This is an optimization exercise on Yosys and OpenROAD, whose aim is small area and a short achievable clock period, not a production implementation. The RTL was checked by simulation tests, not by an equivalence proof against the original design. The clock input has no modelled driver; a real chip could not lean on it and would need a root buffer or a full tree. Power and IR drop assume default switching activity.

## exec_top
module exec_top (clk, rs1_d, rs2i_d, imm_d, op_a, op_l, op_s, sel_r, bra_c, pc_v, off_v, b_rs1_pc,
                 res_d_op, res_bra, res_brt_dma);
Settings: LEC_CHECK=0, ABC_AREA=1, CAP_MARGIN=20, CORE_MARGIN=2, CORE_UTILIZATION=45, SETUP_SLACK_MARGIN=2.6, SLEW_MARGIN=20; clock period 5.5 ns.
standard.sh (not shown) runs the stock make flow with config.mk's settings and CLKGATE_MAP_FILE= SYNTH_SCRIPT=/design/flow/synth_recipe.tcl, a recipe that flattens the netlist after the stock synthesis.
==> flow/flow/run.sh <==
#!/bin/bash
# Standard ORFS layout, with two changes to how it is made:
#  - synthesis leaves adders to ABC (no full/half-adder cell extraction),
#  - ports are buffered with the plain sky130 buffer instead of a delay cell.
set -euo pipefail
bash standard.sh ADDER_MAP_FILE= "BUFFER_PORTS_ARGS=-buffer_cell sky130_fd_sc_hd__buf_1" finish > flow_make.log 2>&1
Next try:
--- a/flow/config.mk
+++ b/flow/config.mk
@@ -10,4 +10,4 @@
 export CORE_MARGIN = 2
 export CORE_UTILIZATION = 45
-export SETUP_SLACK_MARGIN = 2.6
+export SETUP_SLACK_MARGIN = 3.2
 export SLEW_MARGIN = 20
Result: Setup slack gets better by 0.49 ns. Routed wire length climbs by 6.6%. Design area rose by 5.4%. Area after synthesis stays the same. Worst hold slack is about the same.
Next try:
--- a/flow/config.mk
+++ b/flow/config.mk
@@ -10,4 +10,4 @@
 export CORE_MARGIN = 2
 export CORE_UTILIZATION = 45
-export SETUP_SLACK_MARGIN = 3.2
+export SETUP_SLACK_MARGIN = 3.4
 export SLEW_MARGIN = 20
Global-route usage goes up by 1.4 points.
First-iteration DRC count increases by 12%.
Hold slack degrades by 0.0045 ns.
Clock power barely changes.
Sequential share of layout area drops by 3.6 points.
Setup slack improved by 0.024 ns.
Synthesized area does not change.
Final area came out higher by 17%.
Fmax goes up by 1.1%.
Next try:
--- a/flow/config.mk
+++ b/flow/config.mk
@@ -10,4 +10,3 @@
 export CORE_MARGIN = 2
 export CORE_UTILIZATION = 45
-export SETUP_SLACK_MARGIN = 3.4
 export SLEW_MARGIN = 20
=> The new run finished with timing, DRC and antenna clean. Sequential cell count is unchanged. Sequential share of layout area rose by 4.8 points. Cell area decreases by about 20%.

---

exec_top, a different RTL version from the one above (not shown whole).
For scale: ~2100 cells after synthesis, ~210 flip-flops, ~240 I/O pins, roughly 0.013 mm2 of cells after synthesis.
==> flow/config.mk <==
export PLATFORM = sky130hd
export DESIGN_NAME = exec_top
export DESIGN_NICKNAME = exec_top
export VERILOG_FILES = /design/flow/design.v
export SDC_FILE = /design/flow/constraint.sdc
export NUM_CORES = 4
export LEC_CHECK = 0
export ABC_AREA = 1
export CAP_MARGIN = 20
export CORE_MARGIN = 2
export CORE_UTILIZATION = 45
export SETUP_SLACK_MARGIN = 3.4
export SLEW_MARGIN = 20
export TNS_END_PERCENT = 10
==> flow/constraint.sdc <==
create_clock -name core_clock -period 5.5 [get_ports {clk}]
set_input_delay 1.1000 -clock core_clock [delete_from_list [all_inputs] [get_ports {clk}]]
set_output_delay 1.1000 -clock core_clock [all_outputs]
set_load 0.01 [all_outputs]
==> flow/flow/run.sh <==
#!/bin/bash
# Standard ORFS layout, with these changes to how it is made:
#  - synthesis leaves adders to ABC (no full/half-adder cell extraction),
#  - ports are buffered with the plain sky130 buffer instead of a delay cell,
#  - after CTS, flow/tree.tcl rebuilds the clock tree two buffers deep
#    (separate roots for the input and the output registers, with one more
#    stage before the output registers' roots), then timing is repaired.
set -euo pipefail
FLOW_DIR=$(cd "$(dirname "$0")" && pwd)
bash standard.sh ADDER_MAP_FILE= "BUFFER_PORTS_ARGS=-buffer_cell sky130_fd_sc_hd__buf_1" \
  SKIP_CTS_REPAIR_TIMING=1 POST_CTS_TCL=$FLOW_DIR/tree.tcl \
  TREE_LEAF_BUF=sky130_fd_sc_hd__clkbuf_16 TREE_ROOT_BUF=sky130_fd_sc_hd__clkbuf_16 \
  TREE_OUT_PRE_BUF=sky130_fd_sc_hd__clkbuf_16 \
  TREE_IN_GROUP=16 TREE_IN_ROOTS=2 TREE_OUT_GROUP=16 TREE_OUT_ROOTS=1 \
  finish > flow_make.log 2>&1
==> flow/flow/tree.tcl <==
# Replace the clock tree with a shallow one: the clock port drives a few root
# buffers, each root drives leaf buffers, each leaf drives a cluster of nearby
# registers. The input registers and the output registers get separate roots.
set block [ord::get_db_block]
set db [ord::get_db]
set clk_net [[$block findBTerm clk] getNet]

proc kmeans {pts k} {
  set n [llength $pts]
  set sorted [lsort -real -index 0 $pts]
  set cents {}
  for {set i 0} {$i < $k} {incr i} { lappend cents [lindex $sorted [expr {int(($i + 0.5) * $n / $k)}]] }
  for {set iter 0} {$iter < 30} {incr iter} {
    set asg {}
    foreach p $pts {
      set best 0; set bd 1e30
      for {set i 0} {$i < $k} {incr i} {
        lassign [lindex $cents $i] cx cy
        set d [expr {abs([lindex $p 0] - $cx) + abs([lindex $p 1] - $cy)}]
        if {$d < $bd} { set bd $d; set best $i }
      }
      lappend asg $best
    }
    set nc {}
    for {set i 0} {$i < $k} {incr i} {
      set sx 0; set sy 0; set c 0
      foreach p $pts a $asg { if {$a == $i} { set sx [expr {$sx + [lindex $p 0]}]; set sy [expr {$sy + [lindex $p 1]}]; incr c } }
      if {$c} { lappend nc [list [expr {$sx / $c}] [expr {$sy / $c}]] } else { lappend nc [lindex $cents $i] }
    }
    set cents $nc
  }
  return [list $cents $asg]
}

proc make_buf {name master x y in_net} {
  set block [ord::get_db_block]
  set buf [odb::dbInst_create $block $master $name]
  $buf setLocation [expr {int($x)}] [expr {int($y)}]
  $buf setPlacementStatus PLACED
  set net [odb::dbNet_create $block "net_$name"]
  $net setSigType CLOCK
  [$buf findITerm A] connect $in_net
  [$buf findITerm X] connect $net
  return $net
}

# all registers
set ins {}; set outs {}
foreach inst [$block getInsts] {
  if {![string match "*dfxtp*" [[$inst getMaster] getName]]} continue
  if {[string match "q_*" [$inst getName]]} { lappend ins $inst } else { lappend outs $inst }
}

# remove the old tree: every cell on the clock nets but the registers
# (buffers, inverters and the dummy loads CTS adds for balance)
set clock_nets [list $clk_net]
foreach net [$block getNets] {
  if {[$net getSigType] eq "CLOCK" && $net ne $clk_net} { lappend clock_nets $net }
}
foreach f [concat $ins $outs] { [$f findITerm CLK] disconnect }
set old {}
foreach net $clock_nets {
  foreach it [$net getITerms] {
    set inst [$it getInst]
    if {[lsearch -exact $old $inst] < 0} { lappend old $inst }
  }
}
foreach inst $old { odb::dbInst_destroy $inst }
foreach net [lrange $clock_nets 1 end] { odb::dbNet_destroy $net }
puts "tree: removed [llength $old] clock cells and [expr {[llength $clock_nets] - 1}] clock nets"

set leaf_master [$db findMaster $::env(TREE_LEAF_BUF)]
set root_master [$db findMaster $::env(TREE_ROOT_BUF)]
set li 0
foreach {group regs per nroots} [list in $ins $::env(TREE_IN_GROUP) $::env(TREE_IN_ROOTS) out $outs $::env(TREE_OUT_GROUP) $::env(TREE_OUT_ROOTS)] {
  set pts {}
  foreach f $regs { lassign [$f getLocation] x y; lappend pts [list [expr {double($x)}] [expr {double($y)}]] }
  set k [expr {int(ceil([llength $regs] / double($per)))}]
  lassign [kmeans $pts $k] cents asg
  # roots over the leaf centroids (none: the leaves hang off the clock port)
  if {$nroots == 0} {
    set rcents {}; set rasg {}
    foreach c $cents { lappend rasg 0 }
  } else {
    lassign [kmeans $cents $nroots] rcents rasg
  }
  set root_nets {}
  set src $clk_net
  if {$group eq "out" && [info exists ::env(TREE_OUT_PRE_BUF)] && $::env(TREE_OUT_PRE_BUF) ne ""} {
    # one more stage before the output registers' roots: useful skew for the
    # paths from the input registers to the output registers
    lassign [lindex [expr {[llength $rcents] ? $rcents : $cents}] 0] rx ry
    set src [make_buf "clkpre_out" [$db findMaster $::env(TREE_OUT_PRE_BUF)] $rx $ry $clk_net]
  }
  for {set r 0} {$r < $nroots} {incr r} {
    lassign [lindex $rcents $r] rx ry
    lappend root_nets [make_buf "clkroot_${group}_$r" $root_master $rx $ry $src]
  }
  if {$nroots == 0} { set root_nets [list $src] }
  for {set i 0} {$i < $k} {incr i} {
    set members {}
    foreach f $regs a $asg { if {$a == $i} { lappend members $f } }
    if {![llength $members]} continue
    lassign [lindex $cents $i] cx cy
    set net [make_buf "clkleaf_${group}_$i" $leaf_master $cx $cy [lindex $root_nets [lindex $rasg $i]]]
    foreach f $members { [$f findITerm CLK] connect $net }
    puts "tree: clkleaf_${group}_$i (root [lindex $rasg $i]) drives [llength $members] registers"
  }
}

global_connect
detailed_placement
estimate_parasitics -placement
report_clock_skew
repair_timing_helper
detailed_placement
check_placement -verbose
Then changed:
SETUP_SLACK_MARGIN = 3.45   (was 3.4)
=>
- cell count increases by 1.4%
- worst setup slack stays flat
- wire length rises by 4.4%
- via count climbs by 3.3%
- synthesized area does not change
- maximum frequency is about the same
- critical path depth rises by 13
Then changed:
SETUP_SLACK_MARGIN = 3.5   (was 3.45)
Result: Synthesized cell count does not change; sequential share of layout area goes down by 0.53 points; core utilization goes up by 1.4 points; setup slack gains 0.037 ns; design area goes up by 2.4%; routed wire length goes up by about 0.7%; register-to-register slack gains 0.05 ns; worst hold slack loses 0.0090 ns; clock power stays flat.
Then changed:
--- a/flow/flow/run.sh
+++ b/flow/flow/run.sh
@@ -14 +14 @@
-  TREE_IN_GROUP=16 TREE_IN_ROOTS=2 TREE_OUT_GROUP=16 TREE_OUT_ROOTS=1 \
+  TREE_IN_GROUP=24 TREE_IN_ROOTS=2 TREE_OUT_GROUP=22 TREE_OUT_ROOTS=1 \
SETUP_SLACK_MARGIN = 3.4   (was 3.5)
What happened: Global-route usage shrinks by 0.45 points. Routed wire length is lower by 4.8%. Utilization fell by 5.3 points. Power fell by 8.5%. Final cell count fell by 1.4%. First-iteration DRC count fell by 5.6%. Synthesized cell count does not change.
Then changed:
--- a/flow/flow/run.sh
+++ b/flow/flow/run.sh
@@ -14 +14 @@
-  TREE_IN_GROUP=24 TREE_IN_ROOTS=2 TREE_OUT_GROUP=22 TREE_OUT_ROOTS=1 \
+  TREE_IN_GROUP=16 TREE_IN_ROOTS=2 TREE_OUT_GROUP=16 TREE_OUT_ROOTS=1 \
SETUP_SLACK_MARGIN = 3.3   (was 3.4)
=> Die area stays the same; design area fell by 1.1%; synthesized area does not change; via count fell by 0.76%; clock power rose by about 20%; final cell count stays flat; power rose by 4.0%.
No run of this note takes its clock network from TritonCTS; it comes from the design's own scripts or RTL.

---

Starting RTL as in the previous note.
Design exec_top, start of the top module:
module exec_top (clk, rs1_d, rs2i_d, imm_d, op_a, op_l, op_s, sel_r, bra_c, pc_v, off_v, b_rs1_pc,
                 res_d_op, res_bra, res_brt_dma);
    input clk;
    input [31:0] rs1_d, rs2i_d, imm_d, pc_v, off_v;
    input [3:0] op_a, op_s;
    input [2:0] op_l;
    input [1:0] sel_r;
    input [2:0] bra_c;
    input b_rs1_pc;
    output reg [31:0] res_d_op, res_brt_dma;
    output reg res_bra;
    reg [31:0] q_rs1_d, q_rs2i_d, q_imm_d, q_pc_v, q_off_v;
    reg [3:0] q_op_a, q_op_s;
    reg [2:0] q_op_l, q_bra_c;
    reg [1:0] q_sel_r;
    reg q_b_rs1_pc;
    wire [31:0] w_res_d_op, w_res_brt_dma;
    wire w_res_bra;
    always @(posedge clk) begin
        q_rs1_d <= rs1_d; q_rs2i_d <= rs2i_d; q_imm_d <= imm_d; q_pc_v <= pc_v; q_off_v <= off_v;
        q_op_a <= op_a; q_op_s <= op_s; q_op_l <= op_l; q_bra_c <= bra_c; q_sel_r <= sel_r;
        q_b_rs1_pc <= b_rs1_pc;
        res_d_op <= w_res_d_op;
        res_brt_dma <= w_res_brt_dma;
        res_bra <= w_res_bra;
    end
    exec u_exec (.rs1_d(q_rs1_d), .rs2i_d(q_rs2i_d), .imm_d(q_imm_d), .op_a(q_op_a), .op_l(q_op_l),
                 .op_s(q_op_s), .sel_r(q_sel_r), .bra_c(q_bra_c), .res_d_op(w_res_d_op),
                 .res_bra(w_res_bra), .pc_v(q_pc_v), .off_v(q_off_v), .b_rs1_pc(q_b_rs1_pc),
                 .res_brt_dma(w_res_brt_dma));
endmodule
Settings: LEC_CHECK=0, ABC_AREA=1, CAP_MARGIN=20, CORE_MARGIN=2, CORE_UTILIZATION=45, SETUP_SLACK_MARGIN=3.2, SLEW_MARGIN=20, TNS_END_PERCENT=10; clock period 5.5 ns.
==> flow/flow/run.sh <==
#!/bin/bash
# Standard ORFS layout, with two changes to how it is made:
#  - synthesis leaves adders to ABC (no full/half-adder cell extraction),
#  - ports are buffered with the plain sky130 buffer instead of a delay cell.
set -euo pipefail
bash standard.sh ADDER_MAP_FILE= "BUFFER_PORTS_ARGS=-buffer_cell sky130_fd_sc_hd__buf_1" finish > flow_make.log 2>&1
==> next run, changes <==
Settings changed: SETUP_SLACK_MARGIN 3.2 to 3.3.
After rerunning:
- area after synthesis stays the same
- design area went up by a few percent
- count of clock-buffer cells in the layout stays the same
- setup slack improves by 0.10 ns

-- separate check: timing with driven ports --
Ports are ideal in the flow. The routed layouts listed here were re-timed in OpenROAD.
Step 1, drivers: a clkbuf_16 drives clk and a buf_2 each remaining input, both assumed.
Step 2 times the ports against the registers' clock, not the clock port: input delays grow and output delays shrink by t, the midpoint of the rising clock arrivals with the driver on.
Slacks: no drivers / after step 1 / after step 2; pairs: no drivers / after step 1.
run	shift t [ns]	setup slack, ns	worst setup path at the end	slew at the worst register clock pin (ns)
the first run of note 1	0.577	2.768 / 2.768 / 2.768	register to register	0.06 / 0.06
the second run of note 1	0.583	3.258 / 3.258 / 3.258	register to register	0.06 / 0.06
the third run of note 1	0.585	3.283 / 3.283 / 3.283	register to register	0.06 / 0.06
the fourth run of note 1	0.577	2.125 / 2.125 / 2.125	register to register	0.06 / 0.06
the first run of note 2	0.473	3.434 / 3.352 / 3.445	register to register	0.10 / 0.10
the second run of note 2	0.469	3.436 / 3.369 / 3.436	register to register	0.10 / 0.10
the third run of note 2	0.472	3.472 / 3.391 / 3.490	register to register	0.10 / 0.10
the fourth run of note 2	0.474	3.433 / 3.351 / 3.458	register to register	0.12 / 0.12
the fifth run of note 2	0.471	3.319 / 3.319 / 3.319	register to register	0.10 / 0.10
the first run of note 3	0.573	3.227 / 3.227 / 3.227	register to register	0.07 / 0.07
the second run of note 3	0.575	3.327 / 3.327 / 3.327	register to register	0.07 / 0.07
After both steps every run listed still meets setup and hold.
